Background: an optimization exercise with open tools, aiming at small area and a short achievable clock period. Do not read the settings as production practice. In this exercise RTL edits were held to simulation tests only and were not proved equivalent to the original. No run shown here takes its clock network from TritonCTS; it comes from the design's own scripts or RTL. No driver is modelled on the clock port, so clock power and skew are understated where the tree is cut down; a real chip needs a root buffer or a tree. Power is estimated from default activity; no workload was simulated.

==> design.v <==
`timescale 1ns/1ps
module exec_top (clk, rs1_d, rs2i_d, imm_d, op_a, op_l, op_s, sel_r, bra_c, pc_v, off_v, b_rs1_pc,
                 res_d_op, res_bra, res_brt_dma);
    input clk;
    input [31:0] rs1_d, rs2i_d, imm_d, pc_v, off_v;
    input [3:0] op_a, op_s;
    input [2:0] op_l;
    input [1:0] sel_r;
    input [2:0] bra_c;
    input b_rs1_pc;
    output reg [31:0] res_d_op, res_brt_dma;
    output reg res_bra;
    reg [31:0] q_rs1_d, q_rs2i_d, q_imm_d, q_pc_v, q_off_v;
    reg [3:0] q_op_a, q_op_s;
    reg [2:0] q_op_l, q_bra_c;
    reg [1:0] q_sel_r;
    reg q_b_rs1_pc;
    wire [31:0] w_res_d_op, w_res_brt_dma;
    wire w_res_bra;
    always @(posedge clk) begin
        q_rs1_d <= rs1_d; q_rs2i_d <= rs2i_d; q_imm_d <= imm_d; q_pc_v <= pc_v; q_off_v <= off_v;
        q_op_a <= op_a; q_op_s <= op_s; q_op_l <= op_l; q_bra_c <= bra_c; q_sel_r <= sel_r;
        q_b_rs1_pc <= b_rs1_pc;
        res_d_op <= w_res_d_op;
        res_brt_dma <= w_res_brt_dma;
        res_bra <= w_res_bra;
    end
    exec u_exec (.rs1_d(q_rs1_d), .rs2i_d(q_rs2i_d), .imm_d(q_imm_d), .op_a(q_op_a), .op_l(q_op_l),
                 .op_s(q_op_s), .sel_r(q_sel_r), .bra_c(q_bra_c), .res_d_op(w_res_d_op),
                 .res_bra(w_res_bra), .pc_v(q_pc_v), .off_v(q_off_v), .b_rs1_pc(q_b_rs1_pc),
                 .res_brt_dma(w_res_brt_dma));
endmodule

`timescale 1ns/1ps
module exec (rs1_d, rs2i_d, imm_d, op_a, op_l, op_s, sel_r, bra_c, res_d_op, res_bra, pc_v, off_v,  b_rs1_pc, res_brt_dma);
    input [31:0] rs1_d, rs2i_d, imm_d, pc_v, off_v;
    input [3:0] op_a, op_s;
    input [2:0] op_l;
    input [1:0] sel_r;
    input [2:0] bra_c;
    input b_rs1_pc;
    output [31:0] res_d_op, res_brt_dma;
    output res_bra;
    wire [31:0] a = rs1_d;
    wire [31:0] b = rs2i_d;
    wire sub = (op_a == 4'b1000) | (op_a[2:1] == 2'b01);
    wire slt = (op_a[2:1] == 2'b01);
    wire [31:0] x = a ^ b;
    wire [32:0] ca, cs;
    exec_pfx_a u_ca (.g(a & b), .t(a | b), .cin(1'b0), .c(ca));
    exec_pfx_a u_cs (.g(a & ~b), .t(a | ~b), .cin(1'b1), .c(cs));
    wire [31:0] sum = sub ? ~(x ^ cs[31:0]) : (x ^ ca[31:0]);
    wire r32 = sub ? ~cs[32] : ca[32];
    wire shr = (op_s[2:0] == 3'b101);
    wire [31:0] a_rev;
    genvar i;
    generate for (i = 0; i < 32; i = i + 1) begin : g_rev
        assign a_rev[i] = a[31 - i];
    end endgenerate
    wire [31:0] sh_out = (shr ? a : a_rev) >> b[4:0];
    wire [31:0] sh_out_rev;
    generate for (i = 0; i < 32; i = i + 1) begin : g_rev2
        assign sh_out_rev[i] = sh_out[31 - i];
    end endgenerate
    wire is_and = (op_l == 3'b111);
    wire is_or  = (op_l == 3'b110);
    wire en_a = (sel_r == 2'b00) & ~slt;
    wire en_t = (sel_r == 2'b00) & slt;
    wire en_g = (sel_r == 2'b01) & (is_and | is_or);
    wire en_x = (sel_r == 2'b01) & ~is_and;
    wire en_r = (sel_r == 2'b10) & shr;
    wire en_f = (sel_r == 2'b10) & ~shr;
    wire en_b = (sel_r == 2'b11);
    assign res_d_op = ({32{en_a}} & sum) | ({32{en_g}} & (a & b)) | ({32{en_x}} & x) |
                      ({32{en_r}} & sh_out) | ({32{en_f}} & sh_out_rev) | ({32{en_b}} & b) |
                      {31'b0, en_t & (r32 ^ op_a[0])};
    wire zero = sub ? ~|x : ~|(a | b);
    assign res_bra = (bra_c[2:1] == 2'b00) ? (zero ^ bra_c[0]) :
                     bra_c[2] ? (r32 ^ bra_c[1] ^ bra_c[0]) : 1'b0;
    wire bco;
    exec_add32b u_badd (.a(b_rs1_pc ? pc_v : rs1_d), .b(off_v), .cin(1'b0), .s(res_brt_dma), .cout(bco));
endmodule
module exec_pfx_a (g, t, cin, c);
    input [31:0] g, t;
    input cin;
    output [32:0] c;
    wire g0c = g[0] | (t[0] & cin);
    wire G0_1 = g[1] | (t[1] & g0c);
    wire P0_1 = t[1] & t[0];
    wire G0_3 = g[3] | (t[3] & g[2]);
    wire P0_3 = t[3] & t[2];
    wire G0_5 = g[5] | (t[5] & g[4]);
    wire P0_5 = t[5] & t[4];
    wire G0_7 = g[7] | (t[7] & g[6]);
    wire P0_7 = t[7] & t[6];
    wire G0_9 = g[9] | (t[9] & g[8]);
    wire P0_9 = t[9] & t[8];
    wire G0_11 = g[11] | (t[11] & g[10]);
    wire P0_11 = t[11] & t[10];
    wire G0_13 = g[13] | (t[13] & g[12]);
    wire P0_13 = t[13] & t[12];
    wire G0_15 = g[15] | (t[15] & g[14]);
    wire P0_15 = t[15] & t[14];
    wire G0_17 = g[17] | (t[17] & g[16]);
    wire P0_17 = t[17] & t[16];
    wire G0_19 = g[19] | (t[19] & g[18]);
    wire P0_19 = t[19] & t[18];
    wire G0_21 = g[21] | (t[21] & g[20]);
    wire P0_21 = t[21] & t[20];
    wire G0_23 = g[23] | (t[23] & g[22]);
    wire P0_23 = t[23] & t[22];
    wire G0_25 = g[25] | (t[25] & g[24]);
    wire P0_25 = t[25] & t[24];
    wire G0_27 = g[27] | (t[27] & g[26]);
    wire P0_27 = t[27] & t[26];
    wire G0_29 = g[29] | (t[29] & g[28]);
    wire P0_29 = t[29] & t[28];
    wire G0_31 = g[31] | (t[31] & g[30]);
    wire P0_31 = t[31] & t[30];
    wire G1_3 = G0_3 | (P0_3 & G0_1);
    wire P1_3 = P0_3 & P0_1;
    wire G1_7 = G0_7 | (P0_7 & G0_5);
    wire P1_7 = P0_7 & P0_5;
    wire G1_11 = G0_11 | (P0_11 & G0_9);
    wire P1_11 = P0_11 & P0_9;
    wire G1_15 = G0_15 | (P0_15 & G0_13);
    wire P1_15 = P0_15 & P0_13;
    wire G1_19 = G0_19 | (P0_19 & G0_17);
    wire P1_19 = P0_19 & P0_17;
    wire G1_23 = G0_23 | (P0_23 & G0_21);
    wire P1_23 = P0_23 & P0_21;
    wire G1_27 = G0_27 | (P0_27 & G0_25);
    wire P1_27 = P0_27 & P0_25;
    wire G1_31 = G0_31 | (P0_31 & G0_29);
    wire P1_31 = P0_31 & P0_29;
    wire G2_5 = G0_5 | (P0_5 & G1_3);
    wire P2_5 = P0_5 & P1_3;
    wire G2_7 = G1_7 | (P1_7 & G1_3);
    wire P2_7 = P1_7 & P1_3;
    wire G2_13 = G0_13 | (P0_13 & G1_11);
    wire P2_13 = P0_13 & P1_11;
    wire G2_15 = G1_15 | (P1_15 & G1_11);
    wire P2_15 = P1_15 & P1_11;
    wire G2_21 = G0_21 | (P0_21 & G1_19);
    wire P2_21 = P0_21 & P1_19;
    wire G2_23 = G1_23 | (P1_23 & G1_19);
    wire P2_23 = P1_23 & P1_19;
    wire G2_29 = G0_29 | (P0_29 & G1_27);
    wire P2_29 = P0_29 & P1_27;
    wire G2_31 = G1_31 | (P1_31 & G1_27);
    wire P2_31 = P1_31 & P1_27;
    wire G3_9 = G0_9 | (P0_9 & G2_7);
    wire P3_9 = P0_9 & P2_7;
    wire G3_11 = G1_11 | (P1_11 & G2_7);
    wire P3_11 = P1_11 & P2_7;
    wire G3_13 = G2_13 | (P2_13 & G2_7);
    wire P3_13 = P2_13 & P2_7;
    wire G3_15 = G2_15 | (P2_15 & G2_7);
    wire P3_15 = P2_15 & P2_7;
    wire G3_25 = G0_25 | (P0_25 & G2_23);
    wire P3_25 = P0_25 & P2_23;
    wire G3_27 = G1_27 | (P1_27 & G2_23);
    wire P3_27 = P1_27 & P2_23;
    wire G3_29 = G2_29 | (P2_29 & G2_23);
    wire P3_29 = P2_29 & P2_23;
    wire G3_31 = G2_31 | (P2_31 & G2_23);
    wire P3_31 = P2_31 & P2_23;
    wire G4_17 = G0_17 | (P0_17 & G3_15);
    wire P4_17 = P0_17 & P3_15;
    wire G4_19 = G1_19 | (P1_19 & G3_15);
    wire P4_19 = P1_19 & P3_15;
    wire G4_21 = G2_21 | (P2_21 & G3_15);
    wire P4_21 = P2_21 & P3_15;
    wire G4_23 = G2_23 | (P2_23 & G3_15);
    wire P4_23 = P2_23 & P3_15;
    wire G4_25 = G3_25 | (P3_25 & G3_15);
    wire P4_25 = P3_25 & P3_15;
    wire G4_27 = G3_27 | (P3_27 & G3_15);
    wire P4_27 = P3_27 & P3_15;
    wire G4_29 = G3_29 | (P3_29 & G3_15);
    wire P4_29 = P3_29 & P3_15;
    wire G4_31 = G3_31 | (P3_31 & G3_15);
    wire P4_31 = P3_31 & P3_15;
    wire G5_2 = g[2] | (t[2] & G0_1);
    wire P5_2 = t[2] & P0_1;
    wire G5_4 = g[4] | (t[4] & G1_3);
    wire P5_4 = t[4] & P1_3;
    wire G5_6 = g[6] | (t[6] & G2_5);
    wire P5_6 = t[6] & P2_5;
    wire G5_8 = g[8] | (t[8] & G2_7);
    wire P5_8 = t[8] & P2_7;
    wire G5_10 = g[10] | (t[10] & G3_9);
    wire P5_10 = t[10] & P3_9;
    wire G5_12 = g[12] | (t[12] & G3_11);
    wire P5_12 = t[12] & P3_11;
    wire G5_14 = g[14] | (t[14] & G3_13);
    wire P5_14 = t[14] & P3_13;
    wire G5_16 = g[16] | (t[16] & G3_15);
    wire P5_16 = t[16] & P3_15;
    wire G5_18 = g[18] | (t[18] & G4_17);
    wire P5_18 = t[18] & P4_17;
    wire G5_20 = g[20] | (t[20] & G4_19);
    wire P5_20 = t[20] & P4_19;
    wire G5_22 = g[22] | (t[22] & G4_21);
    wire P5_22 = t[22] & P4_21;
    wire G5_24 = g[24] | (t[24] & G4_23);
    wire P5_24 = t[24] & P4_23;
    wire G5_26 = g[26] | (t[26] & G4_25);
    wire P5_26 = t[26] & P4_25;
    wire G5_28 = g[28] | (t[28] & G4_27);
    wire P5_28 = t[28] & P4_27;
    wire G5_30 = g[30] | (t[30] & G4_29);
    wire P5_30 = t[30] & P4_29;
    assign c[0] = cin;
    assign c[1] = g0c;
    assign c[2] = G0_1;
    assign c[3] = G5_2;
    assign c[4] = G1_3;
    assign c[5] = G5_4;
    assign c[6] = G2_5;
    assign c[7] = G5_6;
    assign c[8] = G2_7;
    assign c[9] = G5_8;
    assign c[10] = G3_9;
    assign c[11] = G5_10;
    assign c[12] = G3_11;
    assign c[13] = G5_12;
    assign c[14] = G3_13;
    assign c[15] = G5_14;
    assign c[16] = G3_15;
    assign c[17] = G5_16;
    assign c[18] = G4_17;
    assign c[19] = G5_18;
    assign c[20] = G4_19;
    assign c[21] = G5_20;
    assign c[22] = G4_21;
    assign c[23] = G5_22;
    assign c[24] = G4_23;
    assign c[25] = G5_24;
    assign c[26] = G4_25;
    assign c[27] = G5_26;
    assign c[28] = G4_27;
    assign c[29] = G5_28;
    assign c[30] = G4_29;
    assign c[31] = G5_30;
    assign c[32] = G4_31;
endmodule
module exec_add32b (a, b, cin, s, cout);
    input [31:0] a, b;
    input cin;
    output [31:0] s;
    output cout;
    wire [31:0] p = a ^ b;
    wire [31:0] g = a & b;
    wire g0c = g[0] | (p[0] & cin);
    wire G0_1 = g[1] | (p[1] & g0c);
    wire P0_1 = p[1] & p[0];
    wire G0_3 = g[3] | (p[3] & g[2]);
    wire P0_3 = p[3] & p[2];
    wire G0_5 = g[5] | (p[5] & g[4]);
    wire P0_5 = p[5] & p[4];
    wire G0_7 = g[7] | (p[7] & g[6]);
    wire P0_7 = p[7] & p[6];
    wire G0_9 = g[9] | (p[9] & g[8]);
    wire P0_9 = p[9] & p[8];
    wire G0_11 = g[11] | (p[11] & g[10]);
    wire P0_11 = p[11] & p[10];
    wire G0_13 = g[13] | (p[13] & g[12]);
    wire P0_13 = p[13] & p[12];
    wire G0_15 = g[15] | (p[15] & g[14]);
    wire P0_15 = p[15] & p[14];
    wire G0_17 = g[17] | (p[17] & g[16]);
    wire P0_17 = p[17] & p[16];
    wire G0_19 = g[19] | (p[19] & g[18]);
    wire P0_19 = p[19] & p[18];
    wire G0_21 = g[21] | (p[21] & g[20]);
    wire P0_21 = p[21] & p[20];
    wire G0_23 = g[23] | (p[23] & g[22]);
    wire P0_23 = p[23] & p[22];
    wire G0_25 = g[25] | (p[25] & g[24]);
    wire P0_25 = p[25] & p[24];
    wire G0_27 = g[27] | (p[27] & g[26]);
    wire P0_27 = p[27] & p[26];
    wire G0_29 = g[29] | (p[29] & g[28]);
    wire P0_29 = p[29] & p[28];
    wire G0_31 = g[31] | (p[31] & g[30]);
    wire P0_31 = p[31] & p[30];
    wire G1_3 = G0_3 | (P0_3 & G0_1);
    wire P1_3 = P0_3 & P0_1;
    wire G1_7 = G0_7 | (P0_7 & G0_5);
    wire P1_7 = P0_7 & P0_5;
    wire G1_11 = G0_11 | (P0_11 & G0_9);
    wire P1_11 = P0_11 & P0_9;
    wire G1_15 = G0_15 | (P0_15 & G0_13);
    wire P1_15 = P0_15 & P0_13;
    wire G1_19 = G0_19 | (P0_19 & G0_17);
    wire P1_19 = P0_19 & P0_17;
    wire G1_23 = G0_23 | (P0_23 & G0_21);
    wire P1_23 = P0_23 & P0_21;
    wire G1_27 = G0_27 | (P0_27 & G0_25);
    wire P1_27 = P0_27 & P0_25;
    wire G1_31 = G0_31 | (P0_31 & G0_29);
    wire P1_31 = P0_31 & P0_29;
    wire G2_5 = G0_5 | (P0_5 & G1_3);
    wire P2_5 = P0_5 & P1_3;
    wire G2_7 = G1_7 | (P1_7 & G1_3);
    wire P2_7 = P1_7 & P1_3;
    wire G2_13 = G0_13 | (P0_13 & G1_11);
    wire P2_13 = P0_13 & P1_11;
    wire G2_15 = G1_15 | (P1_15 & G1_11);
    wire P2_15 = P1_15 & P1_11;
    wire G2_21 = G0_21 | (P0_21 & G1_19);
    wire P2_21 = P0_21 & P1_19;
    wire G2_23 = G1_23 | (P1_23 & G1_19);
    wire P2_23 = P1_23 & P1_19;
    wire G2_29 = G0_29 | (P0_29 & G1_27);
    wire P2_29 = P0_29 & P1_27;
    wire G2_31 = G1_31 | (P1_31 & G1_27);
    wire P2_31 = P1_31 & P1_27;
    wire G3_9 = G0_9 | (P0_9 & G2_7);
    wire P3_9 = P0_9 & P2_7;
    wire G3_11 = G1_11 | (P1_11 & G2_7);
    wire P3_11 = P1_11 & P2_7;
    wire G3_13 = G2_13 | (P2_13 & G2_7);
    wire P3_13 = P2_13 & P2_7;
    wire G3_15 = G2_15 | (P2_15 & G2_7);
    wire P3_15 = P2_15 & P2_7;
    wire G3_25 = G0_25 | (P0_25 & G2_23);
    wire P3_25 = P0_25 & P2_23;
    wire G3_27 = G1_27 | (P1_27 & G2_23);
    wire P3_27 = P1_27 & P2_23;
    wire G3_29 = G2_29 | (P2_29 & G2_23);
    wire P3_29 = P2_29 & P2_23;
    wire G3_31 = G2_31 | (P2_31 & G2_23);
    wire P3_31 = P2_31 & P2_23;
    wire G4_17 = G0_17 | (P0_17 & G3_15);
    wire P4_17 = P0_17 & P3_15;
    wire G4_19 = G1_19 | (P1_19 & G3_15);
    wire P4_19 = P1_19 & P3_15;
    wire G4_21 = G2_21 | (P2_21 & G3_15);
    wire P4_21 = P2_21 & P3_15;
    wire G4_23 = G2_23 | (P2_23 & G3_15);
    wire P4_23 = P2_23 & P3_15;
    wire G4_25 = G3_25 | (P3_25 & G3_15);
    wire P4_25 = P3_25 & P3_15;
    wire G4_27 = G3_27 | (P3_27 & G3_15);
    wire P4_27 = P3_27 & P3_15;
    wire G4_29 = G3_29 | (P3_29 & G3_15);
    wire P4_29 = P3_29 & P3_15;
    wire G4_31 = G3_31 | (P3_31 & G3_15);
    wire P4_31 = P3_31 & P3_15;
    wire G5_2 = g[2] | (p[2] & G0_1);
    wire P5_2 = p[2] & P0_1;
    wire G5_4 = g[4] | (p[4] & G1_3);
    wire P5_4 = p[4] & P1_3;
    wire G5_6 = g[6] | (p[6] & G2_5);
    wire P5_6 = p[6] & P2_5;
    wire G5_8 = g[8] | (p[8] & G2_7);
    wire P5_8 = p[8] & P2_7;
    wire G5_10 = g[10] | (p[10] & G3_9);
    wire P5_10 = p[10] & P3_9;
    wire G5_12 = g[12] | (p[12] & G3_11);
    wire P5_12 = p[12] & P3_11;
    wire G5_14 = g[14] | (p[14] & G3_13);
    wire P5_14 = p[14] & P3_13;
    wire G5_16 = g[16] | (p[16] & G3_15);
    wire P5_16 = p[16] & P3_15;
    wire G5_18 = g[18] | (p[18] & G4_17);
    wire P5_18 = p[18] & P4_17;
    wire G5_20 = g[20] | (p[20] & G4_19);
    wire P5_20 = p[20] & P4_19;
    wire G5_22 = g[22] | (p[22] & G4_21);
    wire P5_22 = p[22] & P4_21;
    wire G5_24 = g[24] | (p[24] & G4_23);
    wire P5_24 = p[24] & P4_23;
    wire G5_26 = g[26] | (p[26] & G4_25);
    wire P5_26 = p[26] & P4_25;
    wire G5_28 = g[28] | (p[28] & G4_27);
    wire P5_28 = p[28] & P4_27;
    wire G5_30 = g[30] | (p[30] & G4_29);
    wire P5_30 = p[30] & P4_29;
    assign s[0] = p[0] ^ cin;
    assign s[1] = p[1] ^ g0c;
    assign s[2] = p[2] ^ G0_1;
    assign s[3] = p[3] ^ G5_2;
    assign s[4] = p[4] ^ G1_3;
    assign s[5] = p[5] ^ G5_4;
    assign s[6] = p[6] ^ G2_5;
    assign s[7] = p[7] ^ G5_6;
    assign s[8] = p[8] ^ G2_7;
    assign s[9] = p[9] ^ G5_8;
    assign s[10] = p[10] ^ G3_9;
    assign s[11] = p[11] ^ G5_10;
    assign s[12] = p[12] ^ G3_11;
    assign s[13] = p[13] ^ G5_12;
    assign s[14] = p[14] ^ G3_13;
    assign s[15] = p[15] ^ G5_14;
    assign s[16] = p[16] ^ G3_15;
    assign s[17] = p[17] ^ G5_16;
    assign s[18] = p[18] ^ G4_17;
    assign s[19] = p[19] ^ G5_18;
    assign s[20] = p[20] ^ G4_19;
    assign s[21] = p[21] ^ G5_20;
    assign s[22] = p[22] ^ G4_21;
    assign s[23] = p[23] ^ G5_22;
    assign s[24] = p[24] ^ G4_23;
    assign s[25] = p[25] ^ G5_24;
    assign s[26] = p[26] ^ G4_25;
    assign s[27] = p[27] ^ G5_26;
    assign s[28] = p[28] ^ G4_27;
    assign s[29] = p[29] ^ G5_28;
    assign s[30] = p[30] ^ G4_29;
    assign s[31] = p[31] ^ G5_30;
    assign cout = G4_31;
endmodule
==> flow/run.sh <==
#!/bin/bash
# Standard ORFS layout, with these changes to how it is made:
#  - synthesis leaves adders to ABC (no full/half-adder cell extraction),
#  - ports are buffered with the plain sky130 buffer instead of a delay cell,
#  - after CTS, flow/tree.tcl rebuilds the clock tree two buffers deep
#    (separate roots for the input and the output registers, with one more
#    stage before the output registers' roots), then timing is repaired.
set -euo pipefail
FLOW_DIR=$(cd "$(dirname "$0")" && pwd)
bash standard.sh ADDER_MAP_FILE= "BUFFER_PORTS_ARGS=-buffer_cell sky130_fd_sc_hd__buf_1" \
  SKIP_CTS_REPAIR_TIMING=1 POST_CTS_TCL=$FLOW_DIR/tree.tcl \
  TREE_LEAF_BUF=sky130_fd_sc_hd__clkbuf_16 TREE_ROOT_BUF=sky130_fd_sc_hd__clkbuf_16 \
  TREE_OUT_PRE_BUF=sky130_fd_sc_hd__clkbuf_16 \
  TREE_IN_GROUP=16 TREE_IN_ROOTS=2 TREE_OUT_GROUP=16 TREE_OUT_ROOTS=1 \
  finish > flow_make.log 2>&1
==> flow/tree.tcl <==
# Replace the clock tree with a shallow one: the clock port drives a few root
# buffers, each root drives leaf buffers, each leaf drives a cluster of nearby
# registers. The input registers and the output registers get separate roots.
set block [ord::get_db_block]
set db [ord::get_db]
set clk_net [[$block findBTerm clk] getNet]

proc kmeans {pts k} {
  set n [llength $pts]
  set sorted [lsort -real -index 0 $pts]
  set cents {}
  for {set i 0} {$i < $k} {incr i} { lappend cents [lindex $sorted [expr {int(($i + 0.5) * $n / $k)}]] }
  for {set iter 0} {$iter < 30} {incr iter} {
    set asg {}
    foreach p $pts {
      set best 0; set bd 1e30
      for {set i 0} {$i < $k} {incr i} {
        lassign [lindex $cents $i] cx cy
        set d [expr {abs([lindex $p 0] - $cx) + abs([lindex $p 1] - $cy)}]
        if {$d < $bd} { set bd $d; set best $i }
      }
      lappend asg $best
    }
    set nc {}
    for {set i 0} {$i < $k} {incr i} {
      set sx 0; set sy 0; set c 0
      foreach p $pts a $asg { if {$a == $i} { set sx [expr {$sx + [lindex $p 0]}]; set sy [expr {$sy + [lindex $p 1]}]; incr c } }
      if {$c} { lappend nc [list [expr {$sx / $c}] [expr {$sy / $c}]] } else { lappend nc [lindex $cents $i] }
    }
    set cents $nc
  }
  return [list $cents $asg]
}

proc make_buf {name master x y in_net} {
  set block [ord::get_db_block]
  set buf [odb::dbInst_create $block $master $name]
  $buf setLocation [expr {int($x)}] [expr {int($y)}]
  $buf setPlacementStatus PLACED
  set net [odb::dbNet_create $block "net_$name"]
  $net setSigType CLOCK
  [$buf findITerm A] connect $in_net
  [$buf findITerm X] connect $net
  return $net
}

# all registers
set ins {}; set outs {}
foreach inst [$block getInsts] {
  if {![string match "*dfxtp*" [[$inst getMaster] getName]]} continue
  if {[string match "q_*" [$inst getName]]} { lappend ins $inst } else { lappend outs $inst }
}

# remove the old tree: every cell on the clock nets but the registers
# (buffers, inverters and the dummy loads CTS adds for balance)
set clock_nets [list $clk_net]
foreach net [$block getNets] {
  if {[$net getSigType] eq "CLOCK" && $net ne $clk_net} { lappend clock_nets $net }
}
foreach f [concat $ins $outs] { [$f findITerm CLK] disconnect }
set old {}
foreach net $clock_nets {
  foreach it [$net getITerms] {
    set inst [$it getInst]
    if {[lsearch -exact $old $inst] < 0} { lappend old $inst }
  }
}
foreach inst $old { odb::dbInst_destroy $inst }
foreach net [lrange $clock_nets 1 end] { odb::dbNet_destroy $net }
puts "tree: removed [llength $old] clock cells and [expr {[llength $clock_nets] - 1}] clock nets"

set leaf_master [$db findMaster $::env(TREE_LEAF_BUF)]
set root_master [$db findMaster $::env(TREE_ROOT_BUF)]
set li 0
foreach {group regs per nroots} [list in $ins $::env(TREE_IN_GROUP) $::env(TREE_IN_ROOTS) out $outs $::env(TREE_OUT_GROUP) $::env(TREE_OUT_ROOTS)] {
  set pts {}
  foreach f $regs { lassign [$f getLocation] x y; lappend pts [list [expr {double($x)}] [expr {double($y)}]] }
  set k [expr {int(ceil([llength $regs] / double($per)))}]
  lassign [kmeans $pts $k] cents asg
  # roots over the leaf centroids (none: the leaves hang off the clock port)
  if {$nroots == 0} {
    set rcents {}; set rasg {}
    foreach c $cents { lappend rasg 0 }
  } else {
    lassign [kmeans $cents $nroots] rcents rasg
  }
  set root_nets {}
  set src $clk_net
  if {$group eq "out" && [info exists ::env(TREE_OUT_PRE_BUF)] && $::env(TREE_OUT_PRE_BUF) ne ""} {
    # one more stage before the output registers' roots: useful skew for the
    # paths from the input registers to the output registers
    lassign [lindex [expr {[llength $rcents] ? $rcents : $cents}] 0] rx ry
    set src [make_buf "clkpre_out" [$db findMaster $::env(TREE_OUT_PRE_BUF)] $rx $ry $clk_net]
  }
  for {set r 0} {$r < $nroots} {incr r} {
    lassign [lindex $rcents $r] rx ry
    lappend root_nets [make_buf "clkroot_${group}_$r" $root_master $rx $ry $src]
  }
  if {$nroots == 0} { set root_nets [list $src] }
  for {set i 0} {$i < $k} {incr i} {
    set members {}
    foreach f $regs a $asg { if {$a == $i} { lappend members $f } }
    if {![llength $members]} continue
    lassign [lindex $cents $i] cx cy
    set net [make_buf "clkleaf_${group}_$i" $leaf_master $cx $cy [lindex $root_nets [lindex $rasg $i]]]
    foreach f $members { [$f findITerm CLK] connect $net }
    puts "tree: clkleaf_${group}_$i (root [lindex $rasg $i]) drives [llength $members] registers"
  }
}

global_connect
detailed_placement
estimate_parasitics -placement
report_clock_skew
repair_timing_helper
detailed_placement
check_placement -verbose
==> standard.sh <==
#!/bin/bash
# synth_recipe.tcl (not shown) runs the flow's synth.tcl, then flattens the netlist and writes it again
# the make line also repeats each setting of config.mk as NAME=value (left out here)
make -C /OpenROAD-flow-scripts/flow DESIGN_CONFIG=/design/flow/config.mk WORK_HOME=/design/flow/orfs CLKGATE_MAP_FILE= SYNTH_SCRIPT=/design/flow/synth_recipe.tcl "${@:-finish}"
==> config.mk <==
export PLATFORM = sky130hd
export DESIGN_NAME = exec_top
export DESIGN_NICKNAME = exec_top
export VERILOG_FILES = /design/flow/design.v
export SDC_FILE = /design/flow/constraint.sdc
export NUM_CORES = 4
export LEC_CHECK = 0
export ABC_AREA = 1
export CAP_MARGIN = 20
export CORE_MARGIN = 2
export CORE_UTILIZATION = 45
export SETUP_SLACK_MARGIN = 3.5
export SLEW_MARGIN = 20
export TNS_END_PERCENT = 10
==> constraint.sdc <==
create_clock -name core_clock -period 5.5 [get_ports {clk}]
set_input_delay 1.1000 -clock core_clock [delete_from_list [all_inputs] [get_ports {clk}]]
set_output_delay 1.1000 -clock core_clock [all_outputs]
set_load 0.01 [all_outputs]
==> results of run 1 <==
## power by group
group	total [µW]	switching, µW	internal, µW	leakage (µW)
sequential	1750	91.0	1660	0.00177
combinational	1300	826	470	0.00614
clock	1140	560	581	0.000222
## flip-flops by register name (all words and copies together), names as in the netlist
register     cells
res_bra          1
q_b_rs1_pc       1
q_op_s           3
q_op_a           4
q_op_l           3
res_d_op        32
q_rs2i_d        32
q_pc_v          32
q_bra_c          3
res_brt_dma     32
q_sel_r          2
q_off_v         32
q_rs1_d         32
## worst min-delay path: cells and delay by family (launching register included)
kind | cells | cell delay [ns]
DFF | 1 | 0.32
and+or+nand+nor | 2 | 0.10
## worst max-delay path by stage
stage          depth (start not counted)  slack, ns              end
2_1_floorplan                         17       3.72  res_brt_dma[31]
3_3_place_gp                          16       2.37     res_d_op[22]
3_5_place_dp                          16       2.34     res_d_op[21]
5_1_grt                               17       3.38  res_brt_dma[23]
6_report                               1       3.47     res_d_op[16]
## cell usage in the layout, fill, tap and decap left out, drive strengths merged, types with 2 or more instances in the layout
cell and instances:
nand2 727, nand3 333, buf 279, inv 245
dfxtp 209, nor2 144, a21oi 87, o21ai 80
clkbuf 29, nand4 24, xor2 22, o211ai 21
o22ai 18, nand3b 17, nor3 16, a21boi 9
or2 9, clkinvlp 8, nor4 7, xnor2 6
o21bai 4, bufbuf 4, a31oi 4, a22oi 3
o21a 3, o221ai 3, clkinv 3, a221oi 2
a21o 2, and2 2
## layout make-up
class	instances	area [µm²]
Fill cell	2733	11200
Multi-Input combinational cell	1547	8220
Sequential cell	209	4270
Timing Repair Buffer	294	1940
Inverter	252	1020
Tap cell	378	473
Buffer	18	450
Timing Repair inverter	4	37.5
## through the flow
stage,area [µm²],hold WS [ns],setup WS (ns),total power (µW)
detailed placement,13600,0.460,2.34,2780
finish,16400,0.297,3.47,4190
floorplan,12500,0.437,3.72,2460
global placement,13600,0.464,2.37,2780
global route,16400,0.338,3.38,4410
## logic make-up (layout without fill, tap and decap cells)
family | after synthesis | after routing | synth area share, %
compound gates | 239 | 239 | 11.0
simple gates | 1274 | 1280 | 43.5
flops | 209 | 209 | 33.3
xor+xnor | 28 | 28 | 1.95
buf+inv | 325 | 568 | 10.2
## routing by layer
layer / global-route usage [%] / up-vias
met2: 54.2 / 706
met1: 43.8 / 6814
li1: - / 7208
met5: 0 / -
met3: 4.21 / 138
met4: 12.7 / 0
==> out/results.tsv, run 1 <==
stage	metric	value	unit
setup_path	crit_required	4.40	ns
floorplanning	die_height	171	µm
floorplanning	rows	61	
finish	nNetsFinal	2504	
synthesis	synthCells	2075	
synthesis	synth_warnings	1	
global_routing	grt_pass1_vias	12944	
finish	utilization	59.4	%
routing	antenna_left	0	
floorplanning	die_area	0.0292	mm²
min_path	min_to	res_bra	
global_routing	grt_pass1_wl	73100	µm
setup_path	worst-path-max-fanout	1	
routing	drcViolationCount	0	
synthesis	synth-async-reset-ratio	0	%
routing	highest_layer	met4	
setup_path	cp_slowest_cell	dfxtp_2	
synthesis	synth-seq-cells	209	
setup_path	crit_buf_inv	1	
timing	max_freq	493	MHz
min_path	min_path_cells	2	
min_path	hp-start	q_bra_c[2]	
placement	placed_cells	2605	
power	vdd_drop_max	279	µV
timing	slew_headroom	47.4	%
synthesis	ys.flop_type	dfxtp_1	
finish	antenna_cells	0	
setup_path	crit_family	flip-flops	
synthesis	avgSynthCellArea	6.05	µm²
routing	wl_met3	4600	µm
timing	fin_skew	0.183	ns
placement	hpwl	35200	µm
global_routing	grt_overflow	0	
min_path	min_path_type	flop to flop	
floorplanning	die_w	171	µm
synthesis	ys_seq_area_share	33.3	%
setup_path	max_stage_delay	0.32	ns
power	leakagePower	0.00812	µW
synthesis	synth_edf_count	0	
synthesis	synth_nets	2253	
synthesis	yosysTopAreaCellShare	33.3	%
floorplanning	pin_count	243	
synthesis	yosysMostFrequentCell	nand2_1	
global_routing	grt_max_degree	42	
routing	routed_wl	51900	µm
synthesis	synth_area_leaders	dfxtp_1 (33%), nand2_1 (21%), nand3_1 (13%)	
setup_path	reg2reg_slack	3.49	ns
timing	post-route-period-util	36.9	%
setup_path	reg2reg_from	q_op_s[1]	
placement	place_congestion	1.01	
clock_tree	clk-insertion-delay-late	0.48	ns
routing	post_drt_wl_per_cell	19.2	µm
clock_tree	path_clk_slew	0.08	ns
setup_path	crit_type	flop to output pin	
setup_path	reg2reg_to	res_d_op[27]	
routing	num_vias	14866	
setup_path	reg2reg_depth	14	
placement	port_buffers	209	
timing	worstMarginPinSlew	0.790	ns
timing	finalSetupViolations	0	
setup_path	endpoint_kind	output pin	
global_routing	antenna_found_initial	0	
timing	fin_crit	2.03	ns
finish	area_delta_synth_final	30.8	%
setup_path	arrival	0.93	ns
routing	drt-pass1-iter-count	6	
clock_tree	clkSinkCount	209	
run_status	outcome	no timing/DRC/antenna violations	
power	powerDensity	255	mW/mm²
floorplanning	core_area	0.0276	mm²
timing	finalMaxSlewViolations	0	
finish	layout-drive-gt1-share	20.9	%
routing	drtIter0Drc	1445	
setup_path	critPathLaunch	res_d_op[16]	
synthesis	synth.cell_area	0.0125	mm²
synthesis	netlist_top_cells_count	nand2_1 (711), nand3_1 (328), inv_1 (237)	
job	cap_viol_max_count	0	
routing	wirelength_met1	21500	µm
global_routing	grt_usage	32.9	%
finish	instances_no_fill	2702	
routing	vias_per_cell	5.50	
synthesis	yosysTopAreaCell	dfxtp_1	
setup_path	crit_path_cell_trace	buf_2	
synthesis	synth_cell_types	49	
timing	final_hold_viol_count	0	
setup_path	worstSetupStartpointType	flop	
timing	setup_tns	0	ns
floorplanning	initial_utilization	45.4	%
routing	wl_met2	23500	µm
timing	rsz0062_at_grt	true	
==> run 2, diff against run 1 <==
--- a/config.mk
+++ b/config.mk
@@ -9,6 +9,6 @@
 export CAP_MARGIN = 20
 export CORE_MARGIN = 2
 export CORE_UTILIZATION = 45
-export SETUP_SLACK_MARGIN = 3.5
+export SETUP_SLACK_MARGIN = 3.3
 export SLEW_MARGIN = 20
 export TNS_END_PERCENT = 10
==> out/results.tsv, run 2 <==
stage	metric	value	unit
finish	mostFrequentLayoutCells	nand2_1 (701), nand3_1 (322), inv_1 (228)	
setup_path	cp.depth	12	
global_routing	grt_overflow	0	
setup_path	worstSetupStartpointType	flop	
setup_path	cp_slowest_cell	dfxtp_2	
floorplanning	rows	61	
finish	final_common_cell	nand2_1	
global_routing	antenna_found_initial	0	
floorplanning	pin_count	243	
setup_path	arrival	2.58	ns
min_path	min_to	res_bra	
timing	fin_ws	3.32	ns
routing	routed_wl	49000	µm
setup_path	reg2reg_to	res_d_op[21]	
synthesis	yosysMostFrequentCell	nand2_1	
floorplanning	initial_utilization	45.4	%
timing	post-route-period-util	39.7	%
synthesis	ys_seq_area_share	33.3	%
power	switching_share	34.6	%
synthesis	ys.flop_type	dfxtp_1	
min_path	min_path_type	flop to flop	
synthesis	synth-seq-cells	209	
synthesis	synth_cell_types	49	
placement	place_congestion	1.01	
setup_path	crit_path_cell_trace	buf_12, clkinvlp_4, buf_4, nand2_1, nand3_1, nand3_1, nand3_1, nand3_1, nand2_2, nor2_1, nor2_1, nand2_1	
routing	drcViolationCount	0	
setup_path	crit_family	simple AND/OR/NAND/NOR gates	
finish	layout-drive-gt1-share	7.67	%
timing	slew_headroom	46.8	%
timing	final_hold_viol_count	0	
setup_path	crit_required	5.90	ns
synthesis	netlist_top_cells_count	nand2_1 (711), nand3_1 (328), inv_1 (237)	
synthesis	synth.cell_area	0.0125	mm²
synthesis	synth_area_leaders	dfxtp_1 (33%), nand2_1 (21%), nand3_1 (13%)	
timing	hold_slack	0.304	ns
finish	nNetsFinal	2463	
routing	vias_per_cell	5.39	
min_path	hp-start	q_bra_c[2]	
timing	finalSetupViolations	0	
clock_tree	clkSinkCount	209	
clock_tree	path_clk_slew	0.07	ns
floorplanning	die_height	171	µm
setup_path	endpoint_kind	flop	
synthesis	synth-async-reset-ratio	0	%
setup_path	crit_type	flop to flop	
routing	num_vias	14332	
synthesis	synth_warnings	1	
timing	worstMarginPinSlew	0.797	ns
routing	post_drt_wl_per_cell	18.4	µm
run_status	outcome	no timing/DRC/antenna violations	
floorplanning	die_w	171	µm
finish	instances_no_fill	2661	
finish	area_delta_synth_final	17.9	%
power	leakagePower	0.00744	µW
timing	setup_tns	0	ns
power	p_sw	1380	µW
timing	fin_crit	2.18	ns
routing	drtIter0Drc	1565	
setup_path	crit_buf_inv	3	
job	cap_viol_max_count	0	
global_routing	grt_max_degree	42	
synthesis	yosysTopAreaCell	dfxtp_1	
power	p_seq_share	43.8	%
setup_path	worst-path-max-fanout	18	
synthesis	synth_edf_count	0	
synthesis	synth_nets	2253	
finish	antenna_cells	0	
setup_path	max_stage_delay	0.40	ns
global_routing	grt_pass1_wl	71200	µm
synthesis	avgSynthCellArea	6.05	µm²
routing	drt-pass1-iter-count	6	
synthesis	yosysTopAreaCellShare	33.3	%
placement	hpwl	35200	µm
timing	finalMaxSlewViolations	0	
clock_tree	clk-insertion-delay-late	0.48	ns
setup_path	reg2reg_depth	12	
placement	dpl_worst_slack	2.34	ns
finish	utilization	53.5	%
floorplanning	die_area	0.0292	mm²
power	vdd_drop_max	274	µV
power	powerDensity	270	mW/mm²
placement	placed_cells	2605	
global_routing	grt_pass1_vias	12737	
routing	antenna_left	0	
setup_path	reg2reg_from	q_rs2i_d[0]	
min_path	min_path_cells	2	
global_routing	grt_usage	32.0	%
timing	rsz0062_at_grt	true	
setup_path	reg2reg_slack	3.32	ns
synthesis	synthCells	2075	
power	p_int	2610	µW
setup_path	cp_common_cell	nand3_1	
power	comb_power_share	27.7	%
power	clkPwrFrac	28.5	%
floorplanning	core_area	0.0276	mm²
timing	max_freq	459	MHz
timing	fin_skew	0.176	ns
placement	port_buffers	209	
run 2: how the worst max path moves through the flow:
stage	start	to	slack (ns)
5_1_grt	q_b_rs1_pc	res_brt_dma[27]	3.26
3_5_place_dp	q_rs2i_d[4]	res_d_op[21]	2.34
3_3_place_gp	q_rs2i_d[4]	res_d_op[22]	2.37
6_report	q_rs2i_d[0]	res_d_op[21]	3.32
2_1_floorplan	q_b_rs1_pc	res_brt_dma[31]	3.72
run 2: metrics by stage:
step / cell area [µm²] / total power (µW)
final: 14800 / 3990
after floorplan: 12500 / 2460
after detailed placement: 13600 / 2780
after global placement: 13600 / 2780
after global routing: 14800 / 4210
run 2: power groups by stage:
| stage | Combinational, µW | Sequential, µW | Clock, µW |
|---|---|---|---|
| final | 1110 | 1750 | 1140 |
| after detailed placement | 1000 | 1780 | 0 |
| after global routing | 1230 | 1760 | 1220 |
| after global placement | 997 | 1780 | 0 |
| after floorplan | 663 | 1790 | 0 |
run 2: area by class of cell:
| class | count | area (µm²) |
|---|---|---|
| Sequential cell | 209 | 4210 |
| Inverter | 252 | 987 |
| Tap cell | 378 | 473 |
| Timing Repair Buffer | 256 | 1340 |
| Buffer | 18 | 450 |
| Multi-Input combinational cell | 1546 | 7310 |
| Timing Repair inverter | 2 | 12.5 |
| Fill cell | 2911 | 12800 |
run 2: cells by family (layout without fill, tap and decap cells):
kind of cell | after synthesis | in the layout | share of synthesized area (%)
DFF | 209 | 209 | 33.3
and+or+nand+nor | 1274 | 1279 | 43.5
xor gates and xnor gates | 28 | 28 | 1.95
AOI/OAI and AO/OA | 239 | 239 | 11.0
buffers and inverters | 325 | 528 | 10.2
run 2: worst min-delay path: stages (launching register included):
cell and delay (ns):
dfxtp_1 0.31, nand3_1 0.07, nand2_1 0.05
run 2: per-layer routing:
layer | vias to the layer above | share of wire (%) | global-route usage, %
met4 | 0 | 4.0 | 12.0
met3 | 112 | 8.8 | 4.12
met1 | 6462 | 42 | 42.3
met2 | 651 | 45 | 53.1
met5 | - | 0 | 0
li1 | 7107 | - | -
==> run 3, diff against run 2 <==
--- a/config.mk
+++ b/config.mk
@@ -9,6 +9,6 @@
 export CAP_MARGIN = 20
 export CORE_MARGIN = 2
 export CORE_UTILIZATION = 45
-export SETUP_SLACK_MARGIN = 3.3
+export SETUP_SLACK_MARGIN = 3.45
 export SLEW_MARGIN = 20
 export TNS_END_PERCENT = 10
==> out/results.tsv, run 3 <==
stage	metric	value	unit
synthesis	synth-async-reset-ratio	0	%
synthesis	avgSynthCellArea	6.05	µm²
floorplanning	die_height	171	µm
timing	fin_skew	0.178	ns
power	vdd_drop_max	274	µV
setup_path	reg2reg_slack	3.44	ns
setup_path	endpoint_kind	flop	
routing	vias_per_cell	5.49	
timing	post-route-period-util	37.5	%
timing	final_hold_viol_count	0	
routing	drt-pass1-iter-count	6	
clock_tree	path_clk_slew	0.07	ns
clock_tree	clkSinkCount	209	
synthesis	synth_nets	2253	
synthesis	yosysTopAreaCell	dfxtp_1	
finish	mostFrequentLayoutCells	nand2_1 (641), nand3_1 (300), inv_1 (218)	
setup_path	reg2reg_to	res_d_op[27]	
setup_path	worstSetupStartpointType	flop	
floorplanning	initial_utilization	45.4	%
setup_path	reg2reg_depth	14	
routing	routed_wl	51600	µm
placement	place_congestion	1.01	
setup_path	worst-path-max-fanout	7	
run_status	outcome	no timing/DRC/antenna violations	
min_path	hp-start	q_bra_c[2]	
finish	instances_no_fill	2701	
finish	layout-drive-gt1-share	16.8	%
clock_tree	clk-insertion-delay-late	0.48	ns
timing	worstMarginPinSlew	0.801	ns
routing	num_vias	14820	
setup_path	crit_required	5.91	ns
timing	finalMaxSlewViolations	0	
placement	hpwl	35200	µm
setup_path	max_stage_delay	0.32	ns
timing	rsz0062_at_grt	true	
floorplanning	die_w	171	µm
routing	drtIter0Drc	1597	
setup_path	crit_type	flop to flop	
routing	post_drt_wl_per_cell	19.1	µm
finish	area_delta_synth_final	27.8	%
job	cap_viol_max_count	0	
min_path	min_path_cells	2	
synthesis	ys.flop_type	dfxtp_1	
placement	port_buffers	209	
placement	placed_cells	2605	
routing	antenna_left	0	
timing	setup_tns	0	ns
floorplanning	rows	61	
timing	finalSetupViolations	0	
setup_path	arrival	2.48	ns
finish	final_common_cell	nand2_1	
floorplanning	core_area	0.0276	mm²
min_path	min_to	res_bra	
global_routing	grt_pass1_vias	12907	
synthesis	synth_edf_count	0	
synthesis	synth_warnings	1	
setup_path	reg2reg_from	q_op_s[1]	
synthesis	netlist_top_cells_count	nand2_1 (711), nand3_1 (328), inv_1 (237)	
timing	fin_crit	2.06	ns
global_routing	grt_usage	32.6	%
power	leakagePower	0.00793	µW
synthesis	yosysMostFrequentCell	nand2_1	
timing	hold_slack	0.306	ns
routing	drcViolationCount	0	
timing	slew_headroom	46.6	%
floorplanning	die_area	0.0292	mm²
global_routing	antenna_found_initial	0	
synthesis	synthCells	2075	
synthesis	ys_seq_area_share	33.3	%
global_routing	grt_max_degree	42	
global_routing	grt_overflow	0	
setup_path	crit_path_cell_trace	inv_4, nand3_4, clkbuf_16, nand2_1, nand2_1, nand2_1, nand3_1, nand3_1, nand3_1, nand3_1, nand3_1, nand2_1, inv_1, nand2_1	
synthesis	synth_area_leaders	dfxtp_1 (33%), nand2_1 (21%), nand3_1 (13%)	
power	powerDensity	258	mW/mm²
finish	antenna_cells	0	
finish	nNetsFinal	2503	
timing	max_freq	484	MHz
synthesis	yosysTopAreaCellShare	33.3	%
synthesis	synth.cell_area	0.0125	mm²
synthesis	synth_cell_types	49	
global_routing	grt_pass1_wl	72500	µm
synthesis	synth-seq-cells	209	
min_path	min_path_type	flop to flop	
setup_path	cp_slowest_cell	dfxtp_1	
floorplanning	pin_count	243	
## run 3: cell counts after synthesis
Identical to the previous run, type by type.
## run 3: logic make-up after synthesis
kind of cell / after synthesis / share of synthesized area, %
AOI/OAI and AO/OA: 239 / 11.0
xor gates and xnor gates: 28 / 1.95
buffers and inverters: 325 / 10.2
DFF: 209 / 33.3
and+or+nand+nor: 1274 / 43.5
## run 3: worst max path at each step
stage	start	end	slack, ns	cells after the start
global placement	q_rs2i_d[4]	res_d_op[22]	2.37	16
global route	q_b_rs1_pc	res_brt_dma[31]	3.36	16
floorplan	q_b_rs1_pc	res_brt_dma[31]	3.72	17
finish	q_op_s[1]	res_d_op[27]	3.44	14
detailed placement	q_rs2i_d[4]	res_d_op[21]	2.34	16
## run 3: layer usage
layer	up-vias	GRT usage [%]	routed length, µm
met2	718	54.1	23400
met4	0	12.3	2180
met3	134	4.02	4370
met1	6762	43.3	21600
met5	-	0	0
li1	7206	-	-
## run 3: power by group
part | switching, µW | internal, µW
registers | 91.5 | 1660
clock network | 554 | 581
logic | 806 | 439
## run 3: worst max-delay path: cells and delay by family, from the launching register on
kind                   cells  cell delay, ns
buffers and inverters      3            0.43
DFF                        1            0.32
and+or+nand+nor           11            1.41
## run 3: through the flow
step	cell area [µm²]	total power [µW]	util, %	worst slack [ns]
2_1_floorplan	12500	2460	-	3.72
3_3_place_gp	13600	2780	49.3	2.37
3_5_place_dp	13600	2780	49.3	2.34
5_1_grt	16000	4350	58.0	3.36
6_report	16000	4130	58.0	3.44
## run 3: layout make-up
type | count | area (µm²)
fill | 2786 | 11600
multi-input combinational | 1547 | 7930
sequential | 209 | 4250
timing repair buffer | 294 | 1880
inverter | 252 | 1020
tap | 378 | 473
buffer | 18 | 450
timing repair inverter | 3 | 26.3
==> run 4, diff against run 3 <==
--- a/config.mk
+++ b/config.mk
@@ -9,6 +9,6 @@
 export CAP_MARGIN = 20
 export CORE_MARGIN = 2
 export CORE_UTILIZATION = 45
-export SETUP_SLACK_MARGIN = 3.45
+export SETUP_SLACK_MARGIN = 3.4
 export SLEW_MARGIN = 20
 export TNS_END_PERCENT = 10
==> out/results.tsv, run 4 <==
stage	metric	value	unit
run_status	outcome	no timing/DRC/antenna violations	
global_routing	antenna_found_initial	0	
placement	hpwl	35200	µm
clock_tree	path_clk_slew	0.08	ns
synthesis	synth_warnings	1	
synthesis	synth.area.mux_share	0	%
timing	post-route-period-util	37.6	%
job	cap_viol_max_count	0	
finish	instances_no_fill	2664	
routing	drcViolationCount	0	
setup_path	max_stage_delay	0.31	ns
timing	fin_crit	2.07	ns
global_routing	grt_usage	32.4	%
timing	rsz0062_at_grt	true	
floorplanning	die_height	171	µm
routing	drtIter0Drc	1468	
floorplanning	core_area	0.0276	mm²
floorplanning	initial_utilization	45.4	%
synthesis	yosysTopAreaCell	dfxtp_1	
placement	port_buffers	209	
setup_path	crit_path_cell_trace	buf_1	
timing	hold_slack	0.304	ns
finish	layout-drive-gt1-share	8.92	%
synthesis	yosysMostFrequentCell	nand2_1	
synthesis	netlist_top_cells_count	nand2_1 (711), nand3_1 (328), inv_1 (237)	
global_routing	grt_overflow	0	
finish	final_common_cell	nand2_1	
floorplanning	pin_count	243	
floorplanning	die_area	0.0292	mm²
global_routing	grt_pass1_vias	12830	
synthesis	ys_seq_area_share	33.3	%
routing	vias_per_cell	5.39	
clock_tree	clk-insertion-delay-late	0.48	ns
routing	antenna_left	0	
setup_path	endpoint_kind	output pin	
routing	num_vias	14352	
timing	slew_headroom	47.4	%
floorplanning	die_w	171	µm
synthesis	synth.cell_area	0.0125	mm²
timing	max_freq	484	MHz
synthesis	ys.flop_type	dfxtp_1	
synthesis	synth-seq-cells	209	
power	vdd_drop_max	292	µV
synthesis	synthCells	2075	
synthesis	synth-async-reset-ratio	0	%
synthesis	synth_compound_area_share	11.0	%
placement	place_congestion	1.01	
synthesis	synth_area_leaders	dfxtp_1 (33%), nand2_1 (21%), nand3_1 (13%)	
synthesis	synth_nets	2253	
finish	mostFrequentLayoutCells	nand2_1 (696), nand3_1 (321), inv_1 (224)	
timing	setup_tns	0	ns
power	leakagePower	0.00751	µW
timing	worstMarginPinSlew	0.789	ns
synthesis	synth_top_family_by_area	simple AND/OR/NAND/NOR gates	
global_routing	grt_max_degree	42	
power	powerDensity	268	mW/mm²
global_routing	grt_pass1_wl	71900	µm
timing	finalSetupViolations	0	
setup_path	arrival	0.97	ns
timing	fin_ws	3.43	ns
placement	dpl_worst_slack	2.34	ns
setup_path	crit_type	flop to output pin	
synthesis	synth_edf_count	0	
synthesis	synth_xor_area_share	1.95	%
timing	finalMaxSlewViolations	0	
setup_path	cp_slowest_cell	dfxtp_1	
synthesis	synth_simple_gate_area_share	43.5	%
synthesis	synth_fa_ha_area_share	0	%
finish	utilization	54.3	%
setup_path	crit_required	4.40	ns
setup_path	crit_family	flip-flops	
clock_tree	clkSinkCount	209	
routing	drt-pass1-iter-count	6	
timing	fin_skew	0.177	ns
routing	routed_wl	49400	µm
finish	num-fill-cells	2875	
min_path	min_path_type	flop to flop	
finish	nNetsFinal	2466	
placement	placed_cells	2605	
timing	final_hold_viol_count	0	
finish	antenna_cells	0	
synthesis	yosysTopAreaCellShare	33.3	%
routing	post_drt_wl_per_cell	18.5	µm
setup_path	worstSetupStartpointType	flop	
finish	area_delta_synth_final	19.6	%
floorplanning	rows	61	
synthesis	synth_cell_types	49	
setup_path	worst-path-max-fanout	1	
setup_path	crit_buf_inv	1	
synthesis	avgSynthCellArea	6.05	µm²
-- run 4: cell counts after synthesis --
Identical to the previous run, type by type.
-- run 4: path summary, 6_finish.rpt --
check                               endpoint  cells past startpoint    startpoint  slack (ns)
worst max-delay path            res_d_op[24]                      1  res_d_op[24]        3.43
worst min-delay path                 res_bra                      2    q_bra_c[2]        0.30
worst max register to register  res_d_op[27]                     13   q_rs1_d[25]        3.45
worst min register to register       res_bra                      2    q_bra_c[2]        0.30
-- run 4: logic make-up (layout without fill, tap and decap cells) --
logic type | Yosys count | count (layout)
buffers and inverters | 325 | 532
AO/OA/AOI/OAI | 239 | 239
AND/OR/NAND/NOR | 1274 | 1278
XOR/XNOR | 28 | 28
flip-flops | 209 | 209
-- run 4: layer usage --
layer / wire (µm) / track usage, % / up-vias
met5: 0 / 0 / -
met4: 2210 / 12.3 / 0
met3: 3920 / 4.09 / 137
met2: 22100 / 53.8 / 650
met1: 21200 / 42.8 / 6446
li1: - / - / 7119
-- run 4: worst register-to-register path, cell delays in order (launching register included) --
cell and delay (ns):
dfxtp_4 0.43, clkinvlp_4 0.24, buf_4 0.22, nand2_1 0.11, o21ai_0 0.11, nand2_1 0.10
nand3_1 0.11, nand3_1 0.11, nand3_1 0.13, nand3_1 0.19, nand3_1 0.15, nand2_1 0.15
inv_1 0.05, nand2_1 0.05
-- run 4: per-stage QoR --
step	area (µm²)	total power, µW
detailed placement	13600	2780
finish	15000	4020
floorplan	12500	2460
global route	15000	4240
global placement	13600	2780
-- run 4: power by group --
group / total, µW / switching, µW / leakage, µW / internal, µW
registers: 1750 / 87.4 / 0.00176 / 1660
logic: 1130 / 751 / 0.00552 / 384
clock network: 1140 / 555 / 0.000222 / 581
total: 4020 / 1390 / 0.00751 / 2620
-- run 4: cell type report --
type	instances	area, µm²	area share, %
timing repair inverter	2	15.0	0.100
sequential	209	4230	28.2
tap	378	473	3.15
timing repair buffer	260	1430	9.54
inverter	252	1000	6.67
buffer	18	450	3.00
multi-input combinational	1545	7400	49.3
==> run 5, diff against run 4 <==
--- a/flow/run.sh
+++ b/flow/run.sh
@@ -11,5 +11,5 @@
   SKIP_CTS_REPAIR_TIMING=1 POST_CTS_TCL=$FLOW_DIR/tree.tcl \
   TREE_LEAF_BUF=sky130_fd_sc_hd__clkbuf_16 TREE_ROOT_BUF=sky130_fd_sc_hd__clkbuf_16 \
   TREE_OUT_PRE_BUF=sky130_fd_sc_hd__clkbuf_16 \
-  TREE_IN_GROUP=16 TREE_IN_ROOTS=2 TREE_OUT_GROUP=16 TREE_OUT_ROOTS=1 \
+  TREE_IN_GROUP=24 TREE_IN_ROOTS=2 TREE_OUT_GROUP=22 TREE_OUT_ROOTS=1 \
   finish > flow_make.log 2>&1
==> out/results.tsv, run 5 <==
stage	metric	value	unit
routing	antenna_left	0	
clock_tree	clkSinkCount	209	
placement	place_congestion	1.01	
floorplanning	rows	61	
power	p_seq_share	45.5	%
setup_path	reg2reg_depth	10	
synthesis	synthCells	2075	
global_routing	antenna_found_initial	0	
power	clkPwrFrac	24.7	%
timing	rsz0062_at_grt	true	
synthesis	netlist_top_cells_count	nand2_1 (711), nand3_1 (328), inv_1 (237)	
floorplanning	die_w	171	µm
global_routing	grt_overflow	0	
finish	mostFrequentLayoutCells	nand2_1 (689), nand3_1 (318), inv_1 (226)	
setup_path	worst-path-max-fanout	1	
routing	post_drt_wl_per_cell	18.5	µm
routing	drcViolationCount	0	
global_routing	grt_max_degree	42	
synthesis	synth_warnings	1	
timing	slew_headroom	47.3	%
floorplanning	pin_count	243	
setup_path	cp_slowest_cell	dfxtp_1	
power	p_sw	1360	µW
power	vdd_drop_max	292	µV
setup_path	worstSetupStartpointType	flop	
finish	nNetsFinal	2467	
run_status	outcome	no timing/DRC/antenna violations	
routing	drtIter0Drc	1364	
global_routing	grt_pass1_wl	71800	µm
setup_path	crit_required	4.40	ns
setup_path	crit_type	flop to output pin	
synthesis	yosysTopAreaCellShare	33.3	%
routing	drt-pass1-iter-count	5	
min_path	min_path_type	flop to flop	
timing	fin_crit	2.07	ns
timing	post-route-period-util	37.6	%
floorplanning	die_area	0.0292	mm²
synthesis	ys_seq_area_share	33.3	%
floorplanning	die_height	171	µm
synthesis	ys.flop_type	dfxtp_1	
global_routing	grt_usage	32.5	%
power	comb_power_share	29.7	%
floorplanning	core_area	0.0276	mm²
synthesis	synth_edf_count	0	
synthesis	synth_nets	2253	
power	p_int	2470	µW
finish	num-fill-cells	2869	
finish	final_common_cell	nand2_1	
setup_path	endpoint_kind	output pin	
synthesis	avgSynthCellArea	6.05	µm²
timing	final_hold_viol_count	0	
routing	vias_per_cell	5.42	
synthesis	yosysTopAreaCell	dfxtp_1	
setup_path	arrival	0.97	ns
timing	finalMaxSlewViolations	0	
finish	area_delta_synth_final	19.2	%
synthesis	synth.cell_area	0.0125	mm²
setup_path	cp.depth	1	
power	powerDensity	256	mW/mm²
setup_path	max_stage_delay	0.35	ns
setup_path	crit_path_cell_trace	buf_1	
power	switching_share	35.5	%
synthesis	synth-seq-cells	209	
finish	antenna_cells	0	
floorplanning	initial_utilization	45.4	%
placement	hpwl	35200	µm
synthesis	synth_area_leaders	dfxtp_1 (33%), nand2_1 (21%), nand3_1 (13%)	
min_path	min_path_cells	2	
routing	num_vias	14442	
finish	layout-drive-gt1-share	9.75	%
clock_tree	clk-insertion-delay-late	0.47	ns
placement	port_buffers	209	
timing	setup_tns	0	ns
synthesis	synth-async-reset-ratio	0	%
routing	routed_wl	49400	µm
setup_path	crit_buf_inv	1	
power	leakagePower	0.00748	µW
global_routing	grt_pass1_vias	12824	
clock_tree	path_clk_slew	0.12	ns
timing	max_freq	484	MHz
synthesis	yosysMostFrequentCell	nand2_1	
finish	utilization	54.1	%
timing	worstMarginPinSlew	0.791	ns
timing	finalSetupViolations	0	
synthesis	synth_cell_types	49	
setup_path	crit_family	flip-flops	
job	cap_viol_max_count	0	
setup_path	reg2reg_slack	3.46	ns
timing	fin_skew	0.155	ns
[run 5: cell counts after synthesis]
Identical to the previous run, type by type.
[run 5: cell type report]
| type | count | area, µm² | area share [%] |
|---|---|---|---|
| inverters | 252 | 1000 | 6.71 |
| repair inverters | 2 | 15.0 | 0.100 |
| multi-input cells | 1546 | 7440 | 49.7 |
| flip-flops and latches | 209 | 4240 | 28.3 |
| repair buffers | 265 | 1470 | 9.81 |
| well taps | 378 | 473 | 3.16 |
| plain buffers | 13 | 325 | 2.17 |
[run 5: final timing paths]
kind | from | to
min | q_bra_c[2] | res_bra
min reg2reg | q_bra_c[2] | res_bra
max | res_d_op[11] | res_d_op[11]
max reg2reg | q_sel_r[0] | res_d_op[25]
[run 5: power by group through the flow]
stage	Clock, µW	Combinational (µW)	Sequential (µW)
2_1_floorplan	0	663	1790
3_3_place_gp	0	997	1780
3_5_place_dp	0	1000	1780
5_1_grt	1030	1260	1760
6_report	949	1140	1750
[run 5: cells by family after synthesis]
group | count (synthesis) | share of synthesized area (%)
and+or+nand+nor | 1274 | 43.5
DFF | 209 | 33.3
AOI/OAI and AO/OA | 239 | 11.0
buffers and inverters | 325 | 10.2
xor gates and xnor gates | 28 | 1.95
[run 5: layer usage]
layer | wire length, µm | vias up | global-route usage, % | share of wire [%]
met2 | 22200 | 651 | 53.4 | 45
li1 | - | 7127 | - | -
met1 | 20800 | 6539 | 42.6 | 42
met4 | 2340 | 0 | 13.6 | 4.7
met5 | 0 | - | 0 | 0
met3 | 4060 | 125 | 4.53 | 8.2
[run 5: metrics by stage]
stage               setup slack, ns  total power [µW]  instance area [µm²]  hold slack, ns  cells
finish                         3.43              3840                15000           0.319   2665
global route                   3.34              4050                15000           0.381   2665
global placement               2.37              2780                13600           0.464   2605
detailed placement             2.34              2780                13600           0.460   2605
floorplan                      3.72              2460                12500           0.437   2075

[re-timing with driven ports]
No port has a modelled driver above. Below, the same layouts with a new extraction and two added sets of constraints. Step 1 sets driving cells, clkbuf_16 on the clock port and buf_2 on the other inputs (assumed; they add their load-dependent delay and slew). Step 2 moves the port delays by t, midway between the first and last clock arrival at a register: inputs arrive t later, outputs are due t later. That takes back most of the time a late clock gives input paths. Three values: no drivers, after step 1, after step 2; two values: the first two.
run | shift t [ns] | setup slack, ns | worst setup path at the end
run 1 | 0.472 | 3.472 / 3.391 / 3.490 | register to register
run 2 | 0.471 | 3.319 / 3.319 / 3.319 | register to register
run 3 | 0.469 | 3.436 / 3.369 / 3.436 | register to register
run 4 | 0.473 | 3.434 / 3.352 / 3.445 | register to register
run 5 | 0.474 | 3.433 / 3.351 / 3.458 | register to register
After both steps setup and hold are still met in every run listed.
